What follows belongs to an exercise in optimizing a design on an open flow for small area, a short achievable clock period and few clock cycles per item; a production flow would make more cautious choices. In this exercise RTL edits were held to simulation tests only and were not proved equivalent to the original. No activity file was given, so power comes from the tool's default toggle rates.

// Final_p
module Final_p(quotient, remainder, done, rowk, columnk, equal, clk, rst);
Size in the first run: ~59 flip-flops, ~44 I/O pins, roughly 4800 µm² of cells after synthesis.
==> flow/config.mk <==
export PLATFORM = sky130hd
export DESIGN_NAME = Final_p
export DESIGN_NICKNAME = Final_p
export VERILOG_FILES = /design/flow/design.v
export SDC_FILE = /design/flow/constraint.sdc
export NUM_CORES = 4
export LEC_CHECK = 0
export CAP_MARGIN = 20
export CORE_MARGIN = 2
export CORE_UTILIZATION = 40
export SETUP_SLACK_MARGIN = 1.5
export SLEW_MARGIN = 20
==> flow/constraint.sdc <==
create_clock -name core_clock -period 4.0 [get_ports {clk}]
set_input_delay 0.8000 -clock core_clock [delete_from_list [all_inputs] [get_ports {clk}]]
set_output_delay 0.8000 -clock core_clock [all_outputs]
set_load 0.01 [all_outputs]
standard.sh (not shown) runs the stock make flow with config.mk's settings and CLKGATE_MAP_FILE= SYNTH_SCRIPT=/design/flow/synth_recipe.tcl, a recipe that flattens the netlist after the stock synthesis.
==> flow/flow/run.sh <==
#!/bin/bash
# ORFS layout with the standard.sh.  Differences from the standard layout:
#  - synthesis maps the logic with flow/abc_map.script (ABC's delay-oriented
#    mapping without its buffering and upsizing passes; sizing is left to the
#    resizer later in the flow).  Registers are mapped exactly as before.
#  - plain buffers on the ports, and the resizer may swap any cell for
#    another of the same function.
set -u
here=$(pwd)
rm -rf "$here/scripts"
cp -r "$FLOW_HOME/scripts" "$here/scripts"
cp "$here/flow/abc_map.script" "$here/scripts/abc_speed.script"
bash standard.sh finish \
  SCRIPTS_DIR="$here/scripts" \
  'BUFFER_PORTS_ARGS=-buffer_cell sky130_fd_sc_hd__buf_2' \
  MATCH_CELL_FOOTPRINT=0 > standard.log 2>&1
==> flow/flow/abc_map.script <==
&get -n
&st
&dch
&nf
&st
&syn2
&if -g -K 6
&synch2
&nf
&st
&syn2
&if -g -K 6
&synch2
&nf
&st
&syn2
&if -g -K 6
&synch2
&nf
&st
&syn2
&if -g -K 6
&synch2
&nf
&st
&syn2
&if -g -K 6
&synch2
&nf
&put
topo
stime -c
dnsize -c
Testbench counts at the start, summed over its fixed seeds: cycles 9,363, divisions 1,600.
Edit:
==> flow/flow/run.sh (replaced) <==
#!/bin/bash
# Standard ORFS layout, with plain buffers on the ports and the resizer free to
# swap any cell for another of the same function.
set -u
bash standard.sh finish \
  'BUFFER_PORTS_ARGS=-buffer_cell sky130_fd_sc_hd__buf_1' \
  MATCH_CELL_FOOTPRINT=0 > standard.log 2>&1
Settings changed: CTS_BUF_LIST from default to sky130_fd_sc_hd__clkbuf_8, CTS_CLUSTER_DIAMETER from default to 200, CTS_CLUSTER_SIZE from default to 40.
removed: flow/flow/abc_map.script
Wire length came out higher by 7.3%.
Power came out lower by 6.0%.
Sequential power rose by about 1%.
Via count came out higher by 1.0%.
Edit:
Settings changed: CTS_BUF_LIST sky130_fd_sc_hd__clkbuf_8 to sky130_fd_sc_hd__clkbuf_4, SETUP_SLACK_MARGIN 1.5 to default.
After rerunning: Power falls by roughly a tenth; worst setup slack is worse by 0.61 ns; count of clock-buffer cells in the layout went down by 1; non-clock buffer count fell by 38; sequential cell count does not change; cell count is lower by a few percent; global-route usage went down by 1.7 points; synthesized area stays the same; clock power decreases by a quarter to a third; fmax went down by about a fifth; wire length drops by a little under a tenth.
Edit:
--- a/flow/flow/run.sh
+++ b/flow/flow/run.sh
@@ -5,3 +5,3 @@
 bash standard.sh finish \
-  'BUFFER_PORTS_ARGS=-buffer_cell sky130_fd_sc_hd__buf_1' \
+  'BUFFER_PORTS_ARGS=-buffer_cell sky130_fd_sc_hd__buf_2' \
   MATCH_CELL_FOOTPRINT=0 > standard.log 2>&1
Settings changed: CTS_BUF_LIST sky130_fd_sc_hd__clkbuf_4 to default, CTS_CLUSTER_DIAMETER 200 to default, CTS_CLUSTER_SIZE 40 to default.
What happened:
- The new run finished clean
- setup slack improves by 0.13 ns
- area after synthesis stays the same
- flip-flop and latch count does not change
- total power came out higher by 19%
- cell count barely changes
- routed wire length came out higher by 1.9%
- worst hold slack improves by 0.14 ns
- clock-buffer cell count came out higher by 1

Final_p again, from the RTL that the note above started with.
==> flow/config.mk <==
export PLATFORM = sky130hd
export DESIGN_NAME = Final_p
export DESIGN_NICKNAME = Final_p
export VERILOG_FILES = /design/flow/design.v
export SDC_FILE = /design/flow/constraint.sdc
export NUM_CORES = 4
export LEC_CHECK = 0
export CAP_MARGIN = 20
export CORE_MARGIN = 2
export CORE_UTILIZATION = 40
export SETUP_SLACK_MARGIN = 1.0
export SLEW_MARGIN = 20
==> flow/constraint.sdc <==
create_clock -name core_clock -period 4.0 [get_ports {clk}]
set_input_delay 0.8000 -clock core_clock [delete_from_list [all_inputs] [get_ports {clk}]]
set_output_delay 0.8000 -clock core_clock [all_outputs]
set_load 0.01 [all_outputs]
==> flow/flow/run.sh <==
#!/bin/bash
# ORFS layout with the standard.sh.  Differences from the standard layout:
#  - synthesis maps the logic with flow/abc_map.script (ABC's delay-oriented
#    mapping without its buffering and upsizing passes; sizing is left to the
#    resizer later in the flow).  Registers are mapped exactly as before.
#  - plain buffers on the ports, and the resizer may swap any cell for
#    another of the same function.
set -u
here=$(pwd)
rm -rf "$here/scripts"
cp -r "$FLOW_HOME/scripts" "$here/scripts"
cp "$here/flow/abc_map.script" "$here/scripts/abc_speed.script"
bash standard.sh finish \
  SCRIPTS_DIR="$here/scripts" \
  'BUFFER_PORTS_ARGS=-buffer_cell sky130_fd_sc_hd__buf_2' \
  MATCH_CELL_FOOTPRINT=0 > standard.log 2>&1
==> flow/flow/abc_map.script <==
&get -n
&st
&dch
&nf
&st
&syn2
&if -g -K 6
&synch2
&nf
&st
&syn2
&if -g -K 6
&synch2
&nf
&st
&syn2
&if -g -K 6
&synch2
&nf
&st
&syn2
&if -g -K 6
&synch2
&nf
&st
&syn2
&if -g -K 6
&synch2
&nf
&put
topo
stime -c
dnsize -c
Testbench counts at the start, summed over its fixed seeds: cycles 9,363, divisions 1,600.
Next try:
==> flow/flow/run.sh (replaced) <==
#!/bin/bash
# Standard ORFS layout, with plain buffers on the ports and the resizer free to
# swap any cell for another of the same function.
set -u
bash standard.sh finish \
  'BUFFER_PORTS_ARGS=-buffer_cell sky130_fd_sc_hd__buf_2' \
  MATCH_CELL_FOOTPRINT=0 > standard.log 2>&1
- SETUP_SLACK_MARGIN: 1.0 -> 1.5
removed: flow/flow/abc_map.script
Outcome:
- The new run passed the timing, design-rule and antenna checks
- fmax increases by about a fifth
- hold slack improves by 92 ps
- global-route usage increases by 1.6 points

port drivers added, routing unchanged:
In the flow no input, the clock included, has a driving cell. The finished layouts below were timed again as built, in two steps. Step 1 sets driving cells, clkbuf_16 on the clock port and buf_2 on the other inputs (assumed; they add their load-dependent delay and slew). Step 2 also shifts input and output timing later by t, the mid clock arrival at the registers, as if the neighbouring blocks saw the same clock. Slacks: ideal / step 1 / step 2; pairs: ideal / step 1.
| run | shift t [ns] | slack for setup (ns) | worst data-port slew with drivers (ns) |
|---|---|---|---|
| the first run of note 1 | 0.376 | 1.418 / 1.441 / 1.066 | 0.05 |
| the second run of note 1 | 0.384 | 1.428 / 1.435 / 1.052 | 0.03 |
| the third run of note 1 | 0.479 | 0.816 / 0.816 / 0.584 | 0.03 |
| the fourth run of note 1 | 0.376 | 0.950 / 0.950 / 0.752 | 0.03 |
| the first run of note 2 | 0.376 | 1.124 / 1.144 / 0.768 | 0.03 |
| the second run of note 2 | 0.385 | 1.490 / 1.490 / 1.133 | 0.06 |
After both steps every run listed still meets setup and hold. For the second run of note 1, which loses most, drivers alone change the setup slack by +0.007 ns; drivers and shift together by -0.376 ns.
